Background: an optimization exercise with open tools, aiming at small area and a short achievable clock period. Do not read the settings as production practice. RTL that was checked went through simulation tests only; none was proved equivalent to the original. No activity file was given, so power comes from the tool's default toggle rates.

Design CPU_EEPROM, start of the top module:
module CPU_EEPROM(clk, reset, PC, Data, Out, carry, parity, sign, zero);
For scale: ~1400 cells after synthesis, about 270 flip-flops, roughly 35 I/O pins.
==> flow/config.mk <==
export PLATFORM = sky130hd
export DESIGN_NAME = CPU_EEPROM
export DESIGN_NICKNAME = CPU_EEPROM
export VERILOG_FILES = /design/flow/design.v
export SDC_FILE = /design/flow/constraint.sdc
export NUM_CORES = 4
export LEC_CHECK = 0
export CAP_MARGIN = 20
export CORE_MARGIN = 2
export CORE_UTILIZATION = 40
export SLEW_MARGIN = 20
==> flow/constraint.sdc <==
create_clock -name core_clock -period 7.5 [get_ports {clk}]
set_input_delay 1.5000 -clock core_clock [delete_from_list [all_inputs] [get_ports {clk}]]
set_output_delay 1.5000 -clock core_clock [all_outputs]
set_load 0.01 [all_outputs]
run.sh (not shown) runs the stock make flow with config.mk's settings and CLKGATE_MAP_FILE= SYNTH_SCRIPT=/design/flow/synth_recipe.tcl, a recipe that flattens the netlist after the stock synthesis.
The first run completed with no timing, DRC or antenna violations.
==> next run, changes <==
ABC_CLOCK_PERIOD_IN_PS = 3000   (was unset)
SETUP_SLACK_MARGIN = 4.0   (was unset)
=> The changed run completed without violations; design area rises by roughly a tenth; die area is unchanged; global-route usage rises by 1.7 points.
No run of this note included a check of the RTL's function; only the layout flow was run.

========
Another version of the RTL of CPU_EEPROM (not shown whole).
For scale: roughly 1500 cells after synthesis, about 270 flip-flops, roughly 35 I/O pins, about 16000 um^2 of cells after synthesis.
export LEC_CHECK = 0
export ABC_CLOCK_PERIOD_IN_PS = 2500
export CAP_MARGIN = 20
export CORE_MARGIN = 2
export CORE_UTILIZATION = 60
export SETUP_SLACK_MARGIN = 4.5
export SLEW_MARGIN = 50
export SYNTH_HIERARCHICAL = 1
export TNS_END_PERCENT = 0
create_clock -name core_clock -period 7.5 [get_ports {clk}]
standard.sh (not shown) runs the stock make flow with config.mk's settings and CLKGATE_MAP_FILE= SYNTH_SCRIPT=/design/flow/synth_recipe.tcl, a recipe that flattens the netlist after the stock synthesis.
==> flow/flow/run.sh <==
#!/bin/bash
# Own layout flow: the standard flow (standard.sh), with the port buffers
# that buffer_ports inserts made plain buf_4 cells instead of the default
# delay-buffer cells; synthesis is the standard synthesis, unchanged.
# Each step's full output goes to a log file in the work folder.
set -euo pipefail
bash standard.sh synth > synth.log 2>&1
export BUFFER_PORTS_ARGS="-buffer_cell sky130_fd_sc_hd__buf_4"
bash standard.sh > layout.log 2>&1
Rerun with:
==> flow/run.sh (new file) <==
#!/bin/bash
# synth_recipe.tcl (not shown) runs the flow's synth.tcl, then flattens the netlist and writes it again
# the make line also repeats each setting of config.mk as NAME=value (left out here)
make -C /OpenROAD-flow-scripts/flow DESIGN_CONFIG=/design/flow/config.mk WORK_HOME=/design/flow/orfs CLKGATE_MAP_FILE= SYNTH_SCRIPT=/design/flow/synth_recipe.tcl finish
Settings changed: CORE_UTILIZATION 60 to 50.
removed: flow/flow/run.sh
removed: flow/standard.sh
Effect: The changed run finished with timing, DRC and antenna clean; power barely changes; wire length rises by 3.7%; cell area rises by 1.2%; worst hold slack got worse by 0.0041 ns.

========
== job 8029 ==
CPU_EEPROM, a different RTL version from the one above (not shown whole).
Size: about 1500 cells after synthesis, ~270 flip-flops, about 35 I/O pins.
==> flow/design.v (excerpt) <==
module CPU_EEPROM(clk, reset, PC, Data, Out, carry, parity, sign, zero);
Settings: LEC_CHECK=0, ABC_CLOCK_PERIOD_IN_PS=2500, CAP_MARGIN=20, CORE_MARGIN=2, CORE_UTILIZATION=50, SETUP_SLACK_MARGIN=4.5, SLEW_MARGIN=20, SYNTH_HIERARCHICAL=1, TNS_END_PERCENT=0; clock period 7.5 ns.
run.sh (not shown) runs the stock make flow with config.mk's settings and CLKGATE_MAP_FILE= SYNTH_SCRIPT=/design/flow/synth_recipe.tcl, a recipe that flattens the netlist after the stock synthesis.
Stock flow here: none of the scripts above is used.
The following lists how job 7496 was set up differently from job 8029:
- setting CTS_BUF_LIST to sky130_fd_sc_hd__clkbuf_8 for the first time
- changing SETUP_SLACK_MARGIN from 4.5 to 4.3
- removing TNS_END_PERCENT (formerly 0)
Results
- In terms of clock skew, job 8029 and job 7496 differ only marginally.
- Relative to job 8029, the areal power density over the cells of job 7496 is lower by about 10%.
- Looking at worst setup path startpoint, the Data[6] result is from job 8029; the A[2] one comes from job 7496.
- Compared with job 8029, job 7496 shows a higher area of placed instances.
- From job 8029 to job 7496 the numbers moved as follows: layout cell share with drive strength beyond 1 rose 11 points, total power went down by 110 uW, cell-internal power has decreased, wire length of the first global-routing pass now larger, overall routed net length went up about 9%.
- Delta (job 7496 minus job 8029): share of total power in combinational logic +2.8 points, final area now larger.
Edits applied to the flow inputs when going from job 7496 to job 3660:
- a change of SETUP_SLACK_MARGIN from 4.3 to 4.5
- a change of SLEW_MARGIN from 20 to 50
- a deleted CTS_BUF_LIST that had been sky130_fd_sc_hd__clkbuf_8
- an added TNS_END_PERCENT of 10
## What came out
In the flow results for job 3660 and job 7496, the total chip power is larger on job 3660. Job 3660 vs. job 7496: layout overhead on the synthesized area -2.6 points; multi-input combinational cell area shows a reduction of about 2%; final area fell by 2.1%. Job 3660 vs job 7496 on routed wire length: job 3660 is the lower one. Job 3660 -> job 7496: total of flip-flops plus latches after synthesis delta 0, exact match. Power consumed by combinational cells, job 3660 and job 7496: larger value in job 7496.
diff inputs: job 3660 => job 7854
- SLEW_MARGIN: 50 -> 20
- SETUP_SLACK_MARGIN: 4.5 -> 4.3
- TNS_END_PERCENT: 10 -> unset
- CTS_CLUSTER_SIZE: unset -> 20
- CTS_CLUSTER_DIAMETER: unset -> 100
Notes after the runs:
Compared with job 3660, in job 7854 count of mapped cells out of synthesis ~0 delta; total number of nets in the final design +11; overall via count from detail_route ~0 delta; worst-case hold slack +0.0099 ns; global router's overall resource usage +1.5 points.
Going from job 3660 to job 7854, final core utilization now larger, worst setup slack now smaller, detailed-route wire length comparable, total power density per cell area now smaller.
No run of this note included a check of the RTL's function; only the layout flow was run.

========
## run X
RTL: one of the versions met above, not the one the previous note started from.
For scale: roughly 1,500 cells after synthesis, roughly 35 I/O pins.
export LEC_CHECK = 0
export ABC_CLOCK_PERIOD_IN_PS = 2500
export CAP_MARGIN = 20
export CORE_MARGIN = 2
export CORE_UTILIZATION = 50
export SETUP_SLACK_MARGIN = 4.5
export SLEW_MARGIN = 50
export SYNTH_HIERARCHICAL = 1
export TNS_END_PERCENT = 0
create_clock -name core_clock -period 7.5 [get_ports {clk}]
standard.sh (not shown) runs the stock make flow with config.mk's settings and CLKGATE_MAP_FILE= SYNTH_SCRIPT=/design/flow/synth_recipe.tcl, a recipe that flattens the netlist after the stock synthesis.
==> flow/flow/run.sh <==
#!/bin/bash
# Own layout flow: the standard flow (standard.sh), with the port buffers
# that buffer_ports inserts made plain buf_4 cells instead of the default
# delay-buffer cells; synthesis is the standard synthesis, unchanged.
# Each step's full output goes to a log file in the work folder.
set -euo pipefail
bash standard.sh synth > synth.log 2>&1
export BUFFER_PORTS_ARGS="-buffer_cell sky130_fd_sc_hd__buf_4"
bash standard.sh > layout.log 2>&1
For run D, these inputs were changed with respect to run X:
- an added CTS_CLUSTER_SIZE of 24
- an added CTS_CLUSTER_DIAMETER of 100
==> comparison <==
- Run D: done, clean on timing, DRC and antenna
- Filler cell count in the final layout (lower): run X
- [compare] base=run X new=run D: portion of total power attributed to the clock network went down 11 points; non-clock buffer count went up about 7%.

[re-timing with driven ports]
No port has a modelled driver above. Below, the same layouts with a new extraction and two added sets of constraints. Step 1, drivers: a clkbuf_16 drives clk and a buf_2 each remaining input, both assumed. Step 2 times the ports against the registers' clock, not the clock port: input delays grow and output delays shrink by t, the midpoint of the rising clock arrivals with the driver on. Three values: ideal ports, drivers, drivers and shift; two values: the first two.
run | t (ns) | slack for setup (ns) | latest minus earliest clock arrival (ns) | slew at the worst register clock pin (ns) | pins driven straight from the clock port
the first run of note 1 | 0.639 | 1.226 / 1.250 / 0.611 | 0.036 / 0.036 | 0.07 / 0.07 | 1
the second run of note 1 | 0.638 | 3.160 / 3.164 / 2.526 | 0.042 / 0.042 | 0.07 / 0.07 | 1
the first run of note 2 | 0.591 | 4.141 / 4.090 / 3.537 | 0.017 / 0.018 | 0.07 / 0.07 | 1
the second run of note 2 | 0.593 | 3.979 / 3.956 / 3.364 | 0.017 / 0.017 | 0.07 / 0.07 | 1
job 8029 | 0.615 | 3.935 / 3.940 / 3.324 | 0.041 / 0.041 | 0.08 / 0.08 | 1
job 7496 | 0.643 | 4.010 / 3.962 / 3.368 | 0.043 / 0.043 | 0.07 / 0.07 | 1
job 3660 | 0.601 | 3.993 / 3.898 / 3.297 | 0.028 / 0.028 | 0.07 / 0.07 | 1
job 7854 | 0.566 | 3.940 / 3.969 / 3.403 | 0.032 / 0.032 | 0.09 / 0.09 | 1
run X | 0.603 | 4.073 / 4.022 / 3.488 | 0.026 / 0.025 | 0.08 / 0.08 | 1
run D | 0.554 | 4.133 / 4.058 / 3.503 | 0.026 / 0.025 | 0.10 / 0.10 | 1
After both steps every run listed still meets setup and hold. The setup slack of job 3660, which loses most, moves by -0.095 ns with the drivers and by -0.696 ns with both steps.
